This design comes from an exercise in tuning for small area on the open sky130 flow, not from production work.
In this exercise RTL edits were held to simulation tests only and were not proved equivalent to the original.
The flow treats the clock pin as an ideal source, which a real chip does not have.

==> trial 19: inputs <==
==> flow/design.v <==
`timescale 1ns / 1ps
module tap_controller (
    input  wire        TCK,
    input  wire        CE,
    input  wire        TMS,
    input  wire        TRST_N,
    output reg  [3:0]  tap_state
);
localparam TLR = 4'h0, RTI = 4'h3, SDR = 4'h8, CDR = 4'h9, SHDR = 4'hD,
           E1DR = 4'hE, PDR = 4'hC, E2DR = 4'hF, UDR = 4'hA,
           SIR = 4'hB, CIR = 4'h1, SHIR = 4'h5, E1IR = 4'h6, PIR = 4'h4,
           E2IR = 4'h7, UIR = 4'h2;
reg [3:0] nxt;
always @(*) begin
    case (tap_state)
        TLR:  nxt = TMS ? TLR  : RTI;
        RTI:  nxt = TMS ? SDR  : RTI;
        SDR:  nxt = TMS ? SIR  : CDR;
        CDR:  nxt = TMS ? E1DR : SHDR;
        SHDR: nxt = TMS ? E1DR : SHDR;
        E1DR: nxt = TMS ? UDR  : PDR;
        PDR:  nxt = TMS ? E2DR : PDR;
        E2DR: nxt = TMS ? UDR  : SHDR;
        UDR:  nxt = TMS ? SDR  : RTI;
        SIR:  nxt = TMS ? TLR  : CIR;
        CIR:  nxt = TMS ? E1IR : SHIR;
        SHIR: nxt = TMS ? E1IR : SHIR;
        E1IR: nxt = TMS ? UIR  : PIR;
        PIR:  nxt = TMS ? E2IR : PIR;
        E2IR: nxt = TMS ? UIR  : SHIR;
        default: nxt = TMS ? SDR : RTI;  
    endcase
end
always @(posedge TCK or negedge TRST_N) begin
    if (!TRST_N)
        tap_state <= TLR;
    else if (CE)
        tap_state <= nxt;
end
endmodule
`timescale 1ns / 1ps
module gate_sip_chiplet (
    input  wire        TCK,
    input  wire        CE,
    input  wire        TMS,
    input  wire        TDI,
    input  wire        TRST_N,
    output wire        TDO,
    output wire        SCE,
    output wire        STMS,
    output wire        STDI,
    input  wire        STDO,
    input  wire [7:0]  func_in,
    output wire [7:0]  func_out,
    input  wire        scan_in,
    output wire        scan_out,
    input  wire [31:0] die_id,
    output wire [7:0]  security_status,
    output wire        tamper_detected
);
localparam CDR = 4'h9, SHDR = 4'hD, UDR = 4'hA, CIR = 4'h1, SHIR = 4'h5, UIR = 4'h2;
wire [3:0] st;
tap_controller tap_ctrl (.TCK(TCK), .CE(CE), .TMS(TMS), .TRST_N(TRST_N), .tap_state(st));
wire sh_dr = (st == SHDR);
wire sh_ir = (st == SHIR);
wire up_dr = (st == UDR);
wire up_ir = (st == UIR);
wire sr_load  = ~st[2];
wire sr_shift = st[2] & ~st[1] & st[0];
wire ir_col   = ~st[3];
reg  [3:0] ir_n;
wire [3:0] IR = ~ir_n;
wire ir_extest = (IR == 4'h0);
wire ir_idcode = (IR == 4'h1);
wire ir_config = (IR == 4'h3);
wire ir_bypass = (IR == 4'hF);
wire ir_zero   = (IR == 4'h6) | (IR == 4'h7);
reg [7:0]  config_reg;
reg [7:0]  wrapper_out;
reg        bypass_ff;
reg [31:0] sr;
wire [31:0] dr_cap = {die_id[31:8], IR[0] ? 7'd0 : func_in[7:1],
                      IR[1] ? config_reg[0] : (~IR[0] & func_in[0])};
wire [31:0] cap = ir_col ? {dr_cap[31:4], 2'b01, IR[3:2]} : dr_cap;
wire        in8 = ~(IR[0] & ~IR[1]);
wire        cfg_sh = IR[1] & ~ir_col;
wire [31:0] shf = {TDI, sr[31:9], in8 ? TDI : sr[8], sr[7:5], ir_col ? TDI : sr[4], sr[3:2],
                   cfg_sh ? config_reg[1] : sr[1]};
wire sr_ld = CE & sr_load;
wire sr_sh = CE & sr_shift;
wire sr_hd = ~(sr_ld | sr_sh);
always @(posedge TCK)
    sr <= ({32{sr_ld}} & cap) | ({32{sr_sh}} & shf) | ({32{sr_hd}} & sr);
always @(posedge TCK or negedge TRST_N) begin
    if (!TRST_N) begin
        ir_n        <= 4'h0;
        config_reg  <= 8'h00;
        wrapper_out <= 8'h00;
        bypass_ff   <= 1'b0;
    end else if (CE) begin
        if (up_ir)
            ir_n <= ~sr[3:0];
        if (sh_dr && ir_config)
            config_reg[7:1] <= {TDI, config_reg[7:2]};
        if (up_dr && ir_config)
            config_reg[0] <= sr[0];
        if (up_dr && ir_extest)
            wrapper_out <= sr[7:0];
        if (sh_dr && ir_bypass)
            bypass_ff <= TDI;
    end
end
assign SCE  = CE & config_reg[0];
assign STMS = TMS;
assign STDI = TDI;
wire own = sh_ir | (sh_dr & (ir_extest | ir_idcode | ir_config));
assign TDO = own ? sr[0] :
             (sh_dr & ir_bypass) ? bypass_ff :
             (sh_dr & ir_zero) ? 1'b0 : STDO;
reg  [4:0] tq;
wire       tfb = ~((tq[1] & tq[3]) | (tq[1] & tq[4]) | (tq[3] & tq[4])) | (tq[1] & tq[3] & tq[4]);
always @(posedge TCK or negedge TRST_N) begin
    if (!TRST_N)
        tq <= 5'd0;
    else if (CE)
        tq <= {tq[3:0], tfb};
end
assign security_status = (|tq) ? 8'h55 : 8'hAA;
assign tamper_detected = |tq[4:1];
assign func_out = ir_extest ? wrapper_out : func_in + 8'd1;
assign scan_out = scan_in;
endmodule
`timescale 1ns / 1ps
module gate_sip_soc (
    input  wire        TCK,
    input  wire        TMS,
    input  wire        TDI,
    input  wire        TRST_N,
    output wire        TDO,
    input  wire [7:0]  func_in_die0,
    output wire [7:0]  func_out_die0,
    input  wire [7:0]  func_in_die1,
    output wire [7:0]  func_out_die1,
    input  wire [7:0]  func_in_die2,
    output wire [7:0]  func_out_die2,
    input  wire        scan_in,
    output wire        scan_out_die0,
    output wire        scan_out_die1,
    output wire        scan_out_die2,
    output wire [7:0]  security_status_die0,
    output wire [7:0]  security_status_die1,
    output wire [7:0]  security_status_die2,
    output wire [2:0]  tamper_detected
);
parameter DIE0_ID = 32'h00001000;
parameter DIE1_ID = 32'h00002000;
parameter DIE2_ID = 32'h00003000;
wire sce_die0, stms_die0, stdi_die0, stdo_die0;
wire sce_die1, stms_die1, stdi_die1, stdo_die1;
gate_sip_chiplet die0 (.TCK(TCK), .CE(1'b1), .TMS(TMS), .TDI(TDI), .TRST_N(TRST_N), .TDO(TDO), .SCE(sce_die0), .STMS(stms_die0), .STDI(stdi_die0), .STDO(stdo_die0), .func_in(func_in_die0), .func_out(func_out_die0), .scan_in(scan_in), .scan_out(scan_out_die0), .die_id(DIE0_ID), .security_status(security_status_die0), .tamper_detected(tamper_detected[0]));
gate_sip_chiplet die1 (.TCK(TCK), .CE(sce_die0), .TMS(stms_die0), .TDI(stdi_die0), .TRST_N(TRST_N), .TDO(stdo_die0), .SCE(sce_die1), .STMS(stms_die1), .STDI(stdi_die1), .STDO(stdo_die1), .func_in(func_in_die1), .func_out(func_out_die1), .scan_in(scan_out_die0), .scan_out(scan_out_die1), .die_id(DIE1_ID), .security_status(security_status_die1), .tamper_detected(tamper_detected[1]));
gate_sip_chiplet die2 (.TCK(TCK), .CE(sce_die1), .TMS(stms_die1), .TDI(stdi_die1), .TRST_N(TRST_N), .TDO(stdo_die1), .SCE(), .STMS(), .STDI(), .STDO(1'b0), .func_in(func_in_die2), .func_out(func_out_die2), .scan_in(scan_out_die1), .scan_out(scan_out_die2), .die_id(DIE2_ID), .security_status(security_status_die2), .tamper_detected(tamper_detected[2]));
endmodule
==> flow/flow/run.sh <==
#!/bin/bash
# Own layout flow: the standard flow (standard.sh) with these changes:
#  - synthesis: ABC maps with flow/area.abc (area-oriented: compress2rs-style resynthesis, then amap) instead of the speed script;
#    the rest of the synthesis script is synth_recipe.tcl unchanged;
#  - the port buffers are the smallest buffer (buf_1) instead of clkdlybuf4s50_1;
#  - the clock tree uses clkbuf_8 and no dummy loads; after CTS, leaf buffers driving at
#    most 10 flip-flops are downsized to clkbuf_4 (flow/post_cts.tcl).
# The make output goes to flow_make.log; each ORFS step logs under orfs/logs/.
set -euo pipefail
HERE=$(pwd)
{ head -n 1 synth_recipe.tcl
  sed "s|@ABC_SCRIPT@|$HERE/flow/area.abc|" flow/abc_override.tcl
  tail -n +2 synth_recipe.tcl; } > own_synth.tcl
sed "s|SYNTH_SCRIPT=[^ ]*|SYNTH_SCRIPT=$HERE/own_synth.tcl|" standard.sh > own_standard.sh
export BUFFER_PORTS_ARGS="-buffer_cell sky130_fd_sc_hd__buf_1"
export CTS_ARGS="-sink_clustering_enable -repair_clock_nets -dont_use_dummy_load -buf_list {sky130_fd_sc_hd__clkbuf_8} -root_buf sky130_fd_sc_hd__clkbuf_8"
export POST_CTS_TCL="$HERE/flow/post_cts.tcl"
bash own_standard.sh > flow_make.log 2>&1
==> flow/flow/abc_override.tcl <==
# Own synthesis: ABC maps the logic with an area-oriented script (flow/area.abc) in place of
# ORFS's speed script, and without the o22ai cells (amap pairs them with an inverter per
# input where an a22o does the same job in less area). Everything else is the standard
# synthesis, so the registers are the same.
proc abc {args} {
  set i [lsearch -exact $args -script]
  if {$i >= 0} { lset args [expr {$i + 1}] @ABC_SCRIPT@ }
  yosys abc {*}$args -dont_use sky130_fd_sc_hd__o22ai_1 -dont_use sky130_fd_sc_hd__o22ai_2 -dont_use sky130_fd_sc_hd__o22ai_4
}
==> flow/flow/area.abc <==
strash
balance -l
resub -K 6 -l
rewrite -l
resub -K 6 -N 2 -l
refactor -l
resub -K 8 -l
balance -l
resub -K 8 -N 2 -l
rewrite -l
resub -K 10 -l
rewrite -z -l
resub -K 10 -N 2 -l
balance -l
resub -K 12 -l
refactor -z -l
resub -K 12 -N 2 -l
rewrite -z -l
balance -l
dc2
dch -f
amap -E 0.01
topo
==> flow/flow/post_cts.tcl <==
set downsized 0
foreach inst [[ord::get_db_block] getInsts] {
  if {[[$inst getMaster] getName] ne "sky130_fd_sc_hd__clkbuf_8"} { continue }
  set out [$inst findITerm X]
  set net [$out getNet]
  if {$net eq "NULL"} { continue }
  set sinks 0
  set leaf 1
  foreach it [$net getITerms] {
    if {[$it isOutputSignal]} { continue }
    incr sinks
    if {![string match "sky130_fd_sc_hd__df*" [[[$it getInst] getMaster] getName]]} { set leaf 0 }
  }
  if {$leaf && $sinks > 0 && $sinks <= 10} {
    replace_cell [get_cells [$inst getName]] sky130_fd_sc_hd__clkbuf_4
    incr downsized
  }
}
puts "post_cts: downsized $downsized leaf clock buffers to clkbuf_4"
detailed_placement
check_placement -verbose
==> flow/standard.sh <==
#!/bin/bash
# synth_recipe.tcl (not shown) runs the flow's synth.tcl, then flattens the netlist and writes it again
# the make line also repeats each setting of config.mk as NAME=value (left out here)
make -C /OpenROAD-flow-scripts/flow DESIGN_CONFIG=/design/flow/config.mk WORK_HOME=/design/flow/orfs CLKGATE_MAP_FILE= SYNTH_SCRIPT=/design/flow/synth_recipe.tcl "${@:-finish}"
==> flow/config.mk <==
export PLATFORM = sky130hd
export DESIGN_NAME = gate_sip_soc
export DESIGN_NICKNAME = gate_sip_soc
export VERILOG_FILES = /design/flow/design.v
export SDC_FILE = /design/flow/constraint.sdc
export NUM_CORES = 4
export LEC_CHECK = 0
export CAP_MARGIN = 20
export CORE_MARGIN = 2
export CORE_UTILIZATION = 65
export SLEW_MARGIN = 20
==> flow/constraint.sdc <==
create_clock -name core_clock -period 10.0 [get_ports {TCK}]
set_input_delay 2.0000 -clock core_clock [delete_from_list [all_inputs] [get_ports {TCK}]]
set_output_delay 2.0000 -clock core_clock [all_outputs]
set_load 0.01 [all_outputs]
==> build 7 (differences from trial 19) <==
==> flow/flow/run.sh (replaced) <==
#!/bin/bash
# Own layout flow: the standard flow (standard.sh) with these changes:
#  - synthesis: ABC maps with flow/area.abc (area-oriented) instead of the speed script;
#    the rest of the synthesis script is synth_recipe.tcl unchanged;
#  - the port buffers are the smallest buffer (buf_1) instead of clkdlybuf4s50_1;
#  - the clock tree uses small clock buffers and no dummy loads.
# The make output goes to flow_make.log; each ORFS step logs under orfs/logs/.
set -euo pipefail
HERE=$(pwd)
{ head -n 1 synth_recipe.tcl
  sed "s|@ABC_SCRIPT@|$HERE/flow/area.abc|" flow/abc_override.tcl
  tail -n +2 synth_recipe.tcl; } > own_synth.tcl
sed "s|SYNTH_SCRIPT=[^ ]*|SYNTH_SCRIPT=$HERE/own_synth.tcl|" standard.sh > own_standard.sh
export BUFFER_PORTS_ARGS="-buffer_cell sky130_fd_sc_hd__buf_1"
export CTS_ARGS="-sink_clustering_enable -repair_clock_nets -dont_use_dummy_load -buf_list {sky130_fd_sc_hd__clkbuf_8} -root_buf sky130_fd_sc_hd__clkbuf_8"
bash own_standard.sh > flow_make.log 2>&1
==> flow/flow/area.abc (replaced) <==
strash
dc2
dch -f
amap
topo
removed: flow/flow/post_cts.tcl
==> qor summary <==
| item | build 7 | trial 19 |
|---|---|---|
| Outcome | no timing/DRC/antenna violations | no timing/DRC/antenna violations |
| Number of non-clock inverters in the layout | 97 | 95 |
| Max Clock Freq | 192 MHz | 186 MHz |
| Least-Margin Pin Slew | 0.880 ns | 0.956 ns |
| Wire length reported by the detailed router | 15400 um | 16100 um |
| Height of the die | 112 um | 112 um |
| Final design instance area without fill | 8210 um2 | 8130 um2 |
| Number of cells produced by synthesis | 812 | 721 |
| Pre-CTS setup slack | 4.82 ns | 4.65 ns |
| Final non-filler cell total | 1034 | 944 |
| Maximum number of pins on one net before global-route repair | 69 | 60 |
| Post-synthesis simple-gate area fraction | 11.7% | 7.45% |
| Routed length on met2 | 7160 um | 7800 um |

==> static timing again, ports no longer ideal <==
The results above use ideal ports. As a check the final layouts listed here were re-extracted and re-timed, cells and wires unchanged.
Step 1: set_driving_cell puts a clkbuf_16 on TCK and a buf_2 on each other input, an assumption about the parent block.
Step 2 adds t to the input delays and takes it off the output delays; t is the mean of the earliest and latest rising clock arrival at the registers after step 1. Input paths then give back, and output paths get back, about the clock's delay inside the block.
Three values: ideal ports, drivers, drivers and shift; two values: the first two.
| run | t, ns | setup slack, ns | latest minus earliest clock arrival (ns) | slew at the worst register clock pin (ns) |
|---|---|---|---|---|
| trial 19 | 0.479 | 4.631 / 4.605 / 4.605 | 0.040 / 0.040 | 0.11 / 0.11 |
| build 7 | 0.479 | 4.794 / 4.771 / 4.771 | 0.020 / 0.020 | 0.09 / 0.09 |
After both steps every run listed still meets setup and hold. The setup slack of trial 19, which loses most, moves by -0.026 ns with the drivers and by -0.026 ns with both steps.
